This is an optimization exercise on Yosys and OpenROAD, whose aim is small area, not a production implementation.
Only simulation tests tie the RTL to the original design; equivalence was not proved.
No driver is modelled on the clock port, so clocking that relies on it looks cheaper here than on a real chip.
Power and IR drop assume default switching activity.

== main ==
==> flow/design.v (excerpt) <==
module Pin_Verify
(
input        clock_in,
input        sys_reset,
input        Button_input0,
input        Button_input1,
input        Button_input2,
input        Button_input3,
output reg   PIN_TRUE,
output reg   PIN_FALSE,
output [6:0] seg0,
output [6:0] seg1,
output [6:0] seg2,
output [6:0] seg3,
output [6:0] seg4,
output [6:0] seg5,
output [6:0] redled_out
);
Size in the first run: about 390 cells after synthesis, roughly 66 flip-flops, roughly 57 I/O pins, ~3500 sq um of cells after synthesis.
export LEC_CHECK = 0
export CAP_MARGIN = 20
export CORE_MARGIN = 2
export CORE_UTILIZATION = 40
export CTS_CLUSTER_DIAMETER = 500
export CTS_CLUSTER_SIZE = 100
export SLEW_MARGIN = 20
create_clock -name core_clock -period 10.0 [get_ports {clock_in}]
run.sh (not shown) runs the stock make flow with config.mk's settings and CLKGATE_MAP_FILE= SYNTH_SCRIPT=/design/flow/synth_recipe.tcl, a recipe that flattens the netlist after the stock synthesis.
--- input diff main..the feature branch ---
Settings: PLACE_DENSITY now 0.8, previously not set; CORE_UTILIZATION now 70, was 40.
Notes after the runs:
Going from main to the feature branch, tightest hold margin now sits higher, setup slack now sits lower. Final weighted congestion of routability-driven global placement for the feature branch: 2.7% down relative to main. As far as non-clock buffer count goes, main and the feature branch are indistinguishable; the numbers are identical. Cell area | the feature branch vs main | the feature branch larger.

========
before:
Another version of the RTL of Pin_Verify (not shown whole).
Size: roughly 2700 um^2 of cells after synthesis.
==> flow/config.mk <==
export PLATFORM = sky130hd
export DESIGN_NAME = Pin_Verify
export DESIGN_NICKNAME = Pin_Verify
export VERILOG_FILES = /design/flow/design.v
export SDC_FILE = /design/flow/constraint.sdc
export NUM_CORES = 4
export LEC_CHECK = 0
export CAP_MARGIN = 20
export CORE_MARGIN = 2
export CORE_UTILIZATION = 40
export SLEW_MARGIN = 20
==> flow/constraint.sdc <==
create_clock -name core_clock -period 10.0 [get_ports {clock_in}]
set_input_delay 2.0000 -clock core_clock [delete_from_list [all_inputs] [get_ports {clock_in}]]
set_output_delay 2.0000 -clock core_clock [all_outputs]
set_load 0.01 [all_outputs]
standard.sh (not shown) runs the stock make flow with config.mk's settings and CLKGATE_MAP_FILE= SYNTH_SCRIPT=/design/flow/synth_recipe.tcl, a recipe that flattens the netlist after the stock synthesis.
==> flow/flow/run.sh <==
#!/bin/bash
# Own layout flow: ORFS with four changes.
#  1. Synthesis is synth_recipe.tcl (the standard synthesis) except for the
#     ABC step: ABC runs once per flow/abc*.script (AIG resynthesis with
#     &deepsyn, then area-oriented mapping with &nf; the first two scripts
#     stop &deepsyn by step count, so they give the same result every run)
#     on the same design and the smallest result is kept
#     (flow/best_abc.tcl). Registers are mapped before ABC, as in the
#     standard synthesis, so they come out the same.
#  2. Ports are buffered with sky130_fd_sc_hd__buf_1.
#  3. Before CTS the registers are split by position into two groups, each
#     driven by its own clkbuf_16 on the clock port (flow/prects.tcl); CTS
#     then finds the clock already buffered and leaves it alone.
#  4. Constant outputs share the tie cells Yosys made (no tie cell per port).
# Each tool's output goes to a log file in this folder (make.log, with the
# per-step ORFS logs under orfs/logs/) and write_def.log.
set -euo pipefail
W=$(pwd)
F=$W/flow
sed 's#^  log_cmd abc {\*}\$abc_args#  best_abc $abc_args#' \
  "$FLOW_HOME/scripts/synth.tcl" > "$W/synth_orfs_best.tcl"
grep -q "best_abc \$abc_args" "$W/synth_orfs_best.tcl"
{
  echo "source $F/best_abc.tcl"
  sed "s#source \$::env(SCRIPTS_DIR)/synth.tcl#source $W/synth_orfs_best.tcl#" "$W/synth_recipe.tcl"
} > "$W/synth_best.tcl"
grep -q "synth_orfs_best.tcl" "$W/synth_best.tcl"
export BEST_ABC_SCRIPTS="$(ls "$F"/abc*.script | tr '\n' ' ')"
make -C "$FLOW_HOME" DESIGN_CONFIG="$W/config.mk" WORK_HOME="$W/orfs" CLKGATE_MAP_FILE= \
  SYNTH_SCRIPT="$W/synth_best.tcl" \
  "BUFFER_PORTS_ARGS=-buffer_cell sky130_fd_sc_hd__buf_1" \
  "CTS_ARGS=-sink_clustering_enable -repair_clock_nets -dont_use_dummy_load" \
  PRE_CTS_TCL="$F/prects.tcl" NCLK=2 CLKBUF=sky130_fd_sc_hd__clkbuf_16 \
  SKIP_REPAIR_TIE_FANOUT=1 \
  finish > "$W/make.log" 2>&1
R=$W/orfs/results/sky130hd/Pin_Verify/base
: # left out here: write the final layout as DEF
==> flow/flow/abc0.script <==
strash; &get -n; &deepsyn -I 1 -J 1000 -S 6; &put; strash; &get -n; &dch; &nf -a -p -R 1000 -F 8 -A 8 -C 32; &put
==> flow/flow/abc1.script <==
strash; &get -n; &deepsyn -I 1 -J 1000 -S 5; &put; strash; &get -n; &dch; &nf -a -p -R 1000 -F 8 -A 8 -C 32; &put
Other scripts of this flow, unchanged in this note and not shown: flow/flow/abc2.script, flow/flow/best_abc.tcl, flow/flow/prects.tcl
before: flow completed, timing, DRC and antenna clean
### before -> after
==> flow/flow/abc0.script <==
strash; &get -n; &deepsyn -I 1 -J 1000 -S 1; &put; strash; &get -n; &dch; &nf -a -p -R 1000 -F 8 -A 8 -C 32; &put
==> flow/flow/abc1.script <==
strash; &get -n; &deepsyn -I 1 -J 1000 -S 1; &put; strash; &get -n; &dch -f; &nf -a -p -R 1000 -F 8 -A 8 -C 32; &put
==> flow/flow/abc3.script (new file) <==
strash; &get -n; &deepsyn -T 20 -S 1; &put; strash; &get -n; &dch -f; &nf -a -p -R 1000 -F 8 -A 8 -C 32 -E 50; &put
==> flow/flow/abc4.script (new file) <==
strash; &get -n; &deepsyn -T 20 -S 8; &put; strash; &get -n; &dch; &nf -a -p -R 1000 -F 8 -A 8 -C 32 -E 50; &put
### Flow results
after: biggest cell delay along the critical path lower than before
Against before, wire length on met1 in after fell slightly.
Compared with before, after improves post-layout minimum cycle time.
Aggregate global-route resource usage ends up lower on after.
In the metrics for after and before, the one carrying the higher portion of total power attributed to the clock network is before.
On cell area after layout, after and before are basically level.
Wire length of the first global-routing pass down 270 um in after wrt before
Die: after bigger than before
Half-perimeter wire length after detailed placement delta (after -> before): insignificant
Diff after..before | core box area | unchanged

[port drivers added, routing unchanged]
In the flow no input, the clock included, has a driving cell. The finished layouts below were timed again as built, in two steps.
Step 1: set_driving_cell puts a clkbuf_16 on clock_in and a buf_2 on each other input, an assumption about the parent block.
Step 2 also shifts input and output timing later by t, the mid clock arrival at the registers, as if the neighbouring blocks saw the same clock.
a / b / c = ideal ports / drivers / drivers and shift; a / b = the first two.
run	t (ns)	setup WS [ns]	worst register clock-pin slew, ns
main	0.358	6.193 / 6.164 / 6.109	0.07 / 0.07
the feature branch	0.368	6.171 / 6.142 / 6.105	0.07 / 0.07
before	0.209	5.968 / 5.924 / 6.133	0.12 / 0.12
after	0.213	6.042 / 5.995 / 6.017	0.11 / 0.11
After both steps setup and hold are still met in every run listed. For main, which loses most, drivers alone change the setup slack by -0.029 ns; drivers and shift together by -0.084 ns.
